Source: an optimization exercise on an open RTL-to-GDS flow (aim: small area). Production flows keep margins and buffers that such runs may drop. Function was checked by simulation only, so behaviour that the tests miss may differ from the original. Power and IR drop assume default switching activity.

Setup of P:
// clock_century
module clock_century(
    input           clk,
    input           reset_n,
    input  [1:0]    mode,
    input  [5:0]    select,
    input           button_inc,
    input           button_dec,
    input           am_pm,
    input  [5:0]    alarm_min,
    input  [4:0]    alarm_hour,
    input           alarm_i,
    output reg      alarm_o,
    output [13:0]   led_day,
    output [13:0]   led_month,
    output [13:0]   led_year,
    output [13:0]   led_hour,
    output [13:0]   led_min,
    output [13:0]   led_sec
);
Size in the first run: ~500 cells after synthesis, about 110 I/O pins.
==> flow/config.mk <==
export PLATFORM = sky130hd
export DESIGN_NAME = clock_century
export DESIGN_NICKNAME = clock_century
export VERILOG_FILES = /design/flow/design.v
export SDC_FILE = /design/flow/constraint.sdc
export NUM_CORES = 4
export LEC_CHECK = 0
export CAP_MARGIN = 20
export CORE_MARGIN = 2
export CORE_UTILIZATION = 40
export PLACE_DENSITY = 0.6
export SLEW_MARGIN = 20
==> flow/constraint.sdc <==
create_clock -name core_clock -period 10.0 [get_ports {clk}]
set_input_delay 2.0000 -clock core_clock [delete_from_list [all_inputs] [get_ports {clk}]]
set_output_delay 2.0000 -clock core_clock [all_outputs]
set_load 0.01 [all_outputs]
standard.sh (not shown) runs the stock make flow with config.mk's settings and CLKGATE_MAP_FILE= SYNTH_SCRIPT=/design/flow/synth_recipe.tcl, a recipe that flattens the netlist after the stock synthesis.
==> flow/flow/run.sh <==
#!/bin/bash
# The standard layout (standard.sh), with these changes:
#  - after the standard synthesis, its combinational logic is mapped again
#    by ABC with an area script (flow/reopt.tcl, flow/abc_area.script), from
#    four random seeds, keeping the smallest result; every flip-flop instance
#    is kept as the standard synthesis made it;
#  - the ports are buffered with the smallest buffer;
#  - the clock tree uses clkbuf_8 and no dummy loads.
# Logs: make_synth.log, reopt_<seed>.log, make_finish.log here, and each
# ORFS step's own log under orfs/logs/.
set -euo pipefail
R="$PWD/orfs/results/$FLOW_PLATFORM/clock_century/base"
bash standard.sh synth > make_synth.log 2>&1
cp "$R/1_2_yosys.v" "$R/1_2_yosys_standard.v"
best=""; bestarea=""
for s in 1 2 3 4; do
  sed "s/SEED/$s/g" flow/abc_area.script > "abc_area_$s.script"
  REOPT_LIB="$FLOW_HOME/platforms/$FLOW_PLATFORM/lib/sky130_fd_sc_hd__tt_025C_1v80.lib" \
  REOPT_IN="$R/1_2_yosys_standard.v" REOPT_OUT="$PWD/reopt_$s.v" \
  REOPT_ABC="$PWD/abc_area_$s.script" REOPT_STAT="$PWD/reopt_stat_$s.txt" \
      yosys -c flow/reopt.tcl > "reopt_$s.log" 2>&1 &
done
wait
for s in 1 2 3 4; do
  a=$(awk '/Chip area/ {print $NF}' "reopt_stat_$s.txt")
  echo "seed $s: area $a" >> reopt_summary.log
  if [[ -z "$best" ]] || awk -v a="$a" -v b="$bestarea" 'BEGIN{exit !(a < b)}'; then
    best=$s; bestarea=$a
  fi
done
echo "kept seed $best" >> reopt_summary.log
cp "reopt_$best.v" "$R/1_2_yosys.v"
rm -f "$R/1_synth.odb" "$R/1_synth.sdc"
bash standard.sh \
    "BUFFER_PORTS_ARGS=-buffer_cell sky130_fd_sc_hd__buf_1" \
    "CTS_ARGS=-sink_clustering_enable -repair_clock_nets -dont_use_dummy_load -root_buf sky130_fd_sc_hd__clkbuf_8 -buf_list sky130_fd_sc_hd__clkbuf_8 -sink_clustering_size 50 -sink_clustering_max_diameter 500" \
    finish > make_finish.log 2>&1
==> flow/flow/abc_area.script <==
strash
dc2
&get -n
&deepsyn -T 60 -S SEED
&put
dch -f
amap
topo
strash
&get -n
&deepsyn -T 30 -S SEED
&put
dch -f
amap
topo
Other scripts of this flow, unchanged in this note and not shown: flow/flow/reopt.tcl
P reached the final stage; the timing, design-rule and antenna checks on its layout passed.
Input changes introduced in Q (baseline for comparison: P):
-- flow/flow/run.sh --
<<< P, line 4
#    by ABC with an area script (flow/reopt.tcl, flow/abc_area.script), from
#    four random seeds, keeping the smallest result; every flip-flop instance
#    is kept as the standard synthesis made it;
>>> Q, line 4
#    by ABC with an area script (flow/reopt.tcl, flow/abc_area.script), from
#    eight random seeds, keeping the smallest result; every flip-flop instance
#    is kept as the standard synthesis made it;
<<< P, line 15
best=""; bestarea=""
for s in 1 2 3 4; do
  sed "s/SEED/$s/g" flow/abc_area.script > "abc_area_$s.script"
  REOPT_LIB="$FLOW_HOME/platforms/$FLOW_PLATFORM/lib/sky130_fd_sc_hd__tt_025C_1v80.lib" \
  REOPT_IN="$R/1_2_yosys_standard.v" REOPT_OUT="$PWD/reopt_$s.v" \
  REOPT_ABC="$PWD/abc_area_$s.script" REOPT_STAT="$PWD/reopt_stat_$s.txt" \
      yosys -c flow/reopt.tcl > "reopt_$s.log" 2>&1 &
done
wait
for s in 1 2 3 4; do
  a=$(awk '/Chip area/ {print $NF}' "reopt_stat_$s.txt")
>>> Q, line 15
best=""; bestarea=""
for wave in "1 2 3 4" "5 6 7 8"; do
  for s in $wave; do
    sed "s/SEED/$s/g" flow/abc_area.script > "abc_area_$s.script"
    REOPT_LIB="$FLOW_HOME/platforms/$FLOW_PLATFORM/lib/sky130_fd_sc_hd__tt_025C_1v80.lib" \
    REOPT_IN="$R/1_2_yosys_standard.v" REOPT_OUT="$PWD/reopt_$s.v" \
    REOPT_ABC="$PWD/abc_area_$s.script" REOPT_STAT="$PWD/reopt_stat_$s.txt" \
        yosys -c flow/reopt.tcl > "reopt_$s.log" 2>&1 &
  done
  wait
done
for s in 1 2 3 4 5 6 7 8; do
  a=$(awk '/Chip area/ {print $NF}' "reopt_stat_$s.txt")
-- flow/flow/abc_area.script --
<<< P, line 15
topo
>>> Q, line 15
topo
strash
&get -n
&deepsyn -T 30 -S SEED
&put
dch -f
amap
topo
Total power went up slightly going from P to Q.
Q — timing-limited maximum frequency about 0.6% higher, P as reference
Multi-input gate share of the layout cell area was lower in the run labelled P.
Comparing setup slack on the worst flop-to-flop path for Q and P, the smaller number came from P.
Q and P ended up with roughly the same core utilization.

Setup of job 1217:
clock_century again, from the RTL that the note above started with.
clock: 10.0 ns
lec_check: 0
cap_margin: 5
core_margin: 2
core_utilization: 65
place_density: 0.8
slew_margin: 5
==> flow/flow/run.sh <==
#!/bin/bash
# The standard layout (standard.sh), with these changes:
#  - the standard synthesis runs unchanged; then the logic is mapped again
#    for area, several ways: ABC on the standard netlist's combinational
#    logic (flow/reopt.tcl), and a fresh Yosys synthesis of the design
#    (flow/own_synth.tcl) whose registers are then given the standard
#    synthesis's instance names (flow/rename_regs.py); each from several ABC
#    seeds (flow/abc_area.script). The smallest netlist is kept; every
#    register keeps the standard synthesis's name and cell type;
#  - the ports are buffered with the smallest buffer;
#  - the clock tree uses clkbuf_8 and no dummy loads.
# Logs: make_synth.log, cand_*.log, pick.log, make_finish.log here, and each
# ORFS step's own log under orfs/logs/.
set -euo pipefail
R="$PWD/orfs/results/$FLOW_PLATFORM/clock_century/base"
LIB="$FLOW_HOME/platforms/$FLOW_PLATFORM/lib/sky130_fd_sc_hd__tt_025C_1v80.lib"
bash standard.sh synth > make_synth.log 2>&1
cp "$R/1_2_yosys.v" "$R/1_2_yosys_standard.v"
mkdir -p cand
run_cand() {   # kind seed
  local k=$1 s=$2
  sed "s/SEED/$s/g" flow/abc_area.script > "cand/abc_$k$s.script"
  if [[ $k == own ]]; then
    OWN_LIB="$LIB" OWN_DESIGN="$FLOW_DESIGN" OWN_ABC="$PWD/cand/abc_$k$s.script" \
    OWN_STAT="$PWD/cand/stat_$k$s.txt" OWN_OUT="$PWD/cand/raw_$k$s.v" \
        yosys -c flow/own_synth.tcl > "cand_$k$s.log" 2>&1 &&
    python3 flow/rename_regs.py "$R/1_2_yosys_standard.v" "cand/raw_$k$s.v" "cand/net_$k$s.v" \
        >> "cand_$k$s.log" 2>&1 || rm -f "cand/stat_$k$s.txt"
  else
    REOPT_LIB="$LIB" REOPT_IN="$R/1_2_yosys_standard.v" REOPT_OUT="$PWD/cand/net_$k$s.v" \
    REOPT_ABC="$PWD/cand/abc_$k$s.script" REOPT_STAT="$PWD/cand/stat_$k$s.txt" \
        yosys -c flow/reopt.tcl > "cand_$k$s.log" 2>&1 || rm -f "cand/stat_$k$s.txt"
  fi
}
for wave in "own 1;own 2;own 3;own 4" "own 5;own 6;own 7;own 8" "re 1;re 2;re 3;re 4"; do
  IFS=';' read -ra jobs <<< "$wave"
  for j in "${jobs[@]}"; do run_cand $j & done
  wait || true
done
python3 flow/pick.py cand/stat_*.txt > pick.log || true
best=$(head -1 pick.log | awk '{print $2}' | sed 's|cand/stat_\(.*\)\.txt|\1|')
if [[ -n "$best" && -f "cand/net_$best.v" ]]; then
  echo "kept $best" >> pick.log
  cp "cand/net_$best.v" "$R/1_2_yosys.v"
else
  echo "kept the standard synthesis" >> pick.log
fi
rm -f "$R/1_synth.odb" "$R/1_synth.sdc"
bash standard.sh \
    "BUFFER_PORTS_ARGS=-buffer_cell sky130_fd_sc_hd__buf_1" \
    "CTS_ARGS=-sink_clustering_enable -repair_clock_nets -dont_use_dummy_load -root_buf sky130_fd_sc_hd__clkbuf_8 -buf_list sky130_fd_sc_hd__clkbuf_8 -sink_clustering_size 50 -sink_clustering_max_diameter 500" \
    finish > make_finish.log 2>&1
Other scripts of this flow, unchanged in this note and not shown: flow/flow/abc_area.script, flow/flow/own_synth.tcl, flow/flow/pick.py, flow/flow/rename_regs.py, flow/flow/reopt.tcl
Edits applied to the flow inputs when going from job 1217 to job 7531:
-- flow/config.mk --
<<< job 1217, line 6
export NUM_CORES = 4
export LEC_CHECK = 0
export CAP_MARGIN = 5
export CORE_MARGIN = 2
export CORE_UTILIZATION = 65
export PLACE_DENSITY = 0.8
export SLEW_MARGIN = 5
>>> job 7531, line 6
export NUM_CORES = 4
export LEC_CHECK = 0
export CAP_MARGIN = 20
export CORE_MARGIN = 2
export CORE_UTILIZATION = 40
export PLACE_DENSITY = 0.6
export SLEW_MARGIN = 20
Results
Job 7531 vs. job 1217: first-iteration detailed-routing DRC count decreased about 50%; cell count went up. Going from job 1217 to job 7531, the post-route total power was found to have gone down by 0.39%.
Input changes introduced in job 5405 (baseline for comparison: job 7531):
-- flow/flow/run.sh --
<<< job 7531, line 33
  fi
}
for wave in "own 1;own 2;own 3;own 4" "own 5;own 6;own 7;own 8" "re 1;re 2;re 3;re 4"; do
  IFS=';' read -ra jobs <<< "$wave"
  for j in "${jobs[@]}"; do run_cand $j & done
>>> job 5405, line 33
  fi
}
for wave in "own 1;own 2;own 3;own 4" "own 5;own 6;own 7;own 8" "own 9;own 10;own 11;own 12" "own 13;own 14;own 15;own 16" "re 1;re 2;re 3;re 4"; do
  IFS=';' read -ra jobs <<< "$wave"
  for j in "${jobs[@]}"; do run_cand $j & done
-- flow/config.mk --
<<< job 7531, line 6
export NUM_CORES = 4
export LEC_CHECK = 0
export CAP_MARGIN = 20
export CORE_MARGIN = 2
export CORE_UTILIZATION = 40
export PLACE_DENSITY = 0.6
export SLEW_MARGIN = 20
>>> job 5405, line 6
export NUM_CORES = 4
export LEC_CHECK = 0
export CAP_MARGIN = 5
export CORE_MARGIN = 2
export CORE_UTILIZATION = 40
export PLACE_DENSITY = 0.6
export SLEW_MARGIN = 5
Results
Diff job 5405..job 7531 | area after detailed placement | unchanged
When the final numbers for job 7531 and job 5405 were put side by side, the non-clock buffer count in the final layout turned out to be greater in job 7531.
Multi-input combinational area share was lower in the run labelled job 7531.
Job 7531 and job 5405 ended up with nearly the same share of final layout cell area taken by clock buffers and inverters.
Job 7531 → job 5405: design area shrank by about 0.7%; switching power as a share of total power held steady; power neither gained nor lost much; share of final-layout standard cells stronger than drive strength 1 fell by 0.17 points.
From job 7531 to job 5405 the numbers moved as follows: total routed wirelength about even, worst-margin pin slew rose 0.35 ns.
Inputs modified between job 5405 and job 9598:
-- flow/flow/run.sh --
<<< job 5405, line 33
  fi
}
for wave in "own 1;own 2;own 3;own 4" "own 5;own 6;own 7;own 8" "own 9;own 10;own 11;own 12" "own 13;own 14;own 15;own 16" "re 1;re 2;re 3;re 4"; do
  IFS=';' read -ra jobs <<< "$wave"
  for j in "${jobs[@]}"; do run_cand $j & done
>>> job 9598, line 33
  fi
}
for wave in "own 1;own 2;own 3;own 4" "own 5;own 6;own 7;own 8" "re 1;re 2;re 3;re 4"; do
  IFS=';' read -ra jobs <<< "$wave"
  for j in "${jobs[@]}"; do run_cand $j & done
Notes after the runs:
- Delta (job 9598 minus job 5405): clock skew was more or less identical, number of post-CTS setup repair buffers held steady, total design power held steady, leakage component of the power did not really move, worst setup slack shows no meaningful change.

afterwards: timing with drivers on the ports:
How much do the figures lean on ideal ports? The routed layouts below were timed once more, with nothing changed but the port constraints. Step 1: set_driving_cell puts a clkbuf_16 on clk and a buf_2 on each other input, an assumption about the parent block. Step 2 also shifts input and output timing later by t, the mid clock arrival at the registers, as if the neighbouring blocks saw the same clock. Slacks: ideal ports / drivers / drivers and shift; pairs: ideal ports / drivers.
| run | t (ns) | slack for setup (ns) | worst hold slack (ns) | clock arrival spread, ns | worst slew at a driven data input, ns |
|---|---|---|---|---|---|
| P | 0.313 | 4.227 / 4.234 / 3.921 | 0.470 / 0.470 / 0.470 | 0.015 / 0.016 | 0.05 |
| Q | 0.309 | 4.263 / 4.261 / 3.952 | 0.473 / 0.473 / 0.473 | 0.011 / 0.012 | 0.05 |
| job 1217 | 0.317 | 4.126 / 4.128 / 3.812 | 0.462 / 0.462 / 0.462 | 0.016 / 0.015 | 0.05 |
| job 7531 | 0.314 | 4.261 / 4.268 / 3.955 | 0.476 / 0.476 / 0.476 | 0.009 / 0.009 | 0.05 |
| job 5405 | 0.314 | 4.241 / 4.249 / 3.935 | 0.476 / 0.476 / 0.476 | 0.010 / 0.010 | 0.05 |
| job 9598 | 0.314 | 4.241 / 4.249 / 3.935 | 0.476 / 0.476 / 0.476 | 0.010 / 0.010 | 0.05 |
After both steps setup and hold are still met in every run listed. The setup slack of job 1217, which loses most, moves by +0.002 ns with the drivers and by -0.314 ns with both steps.
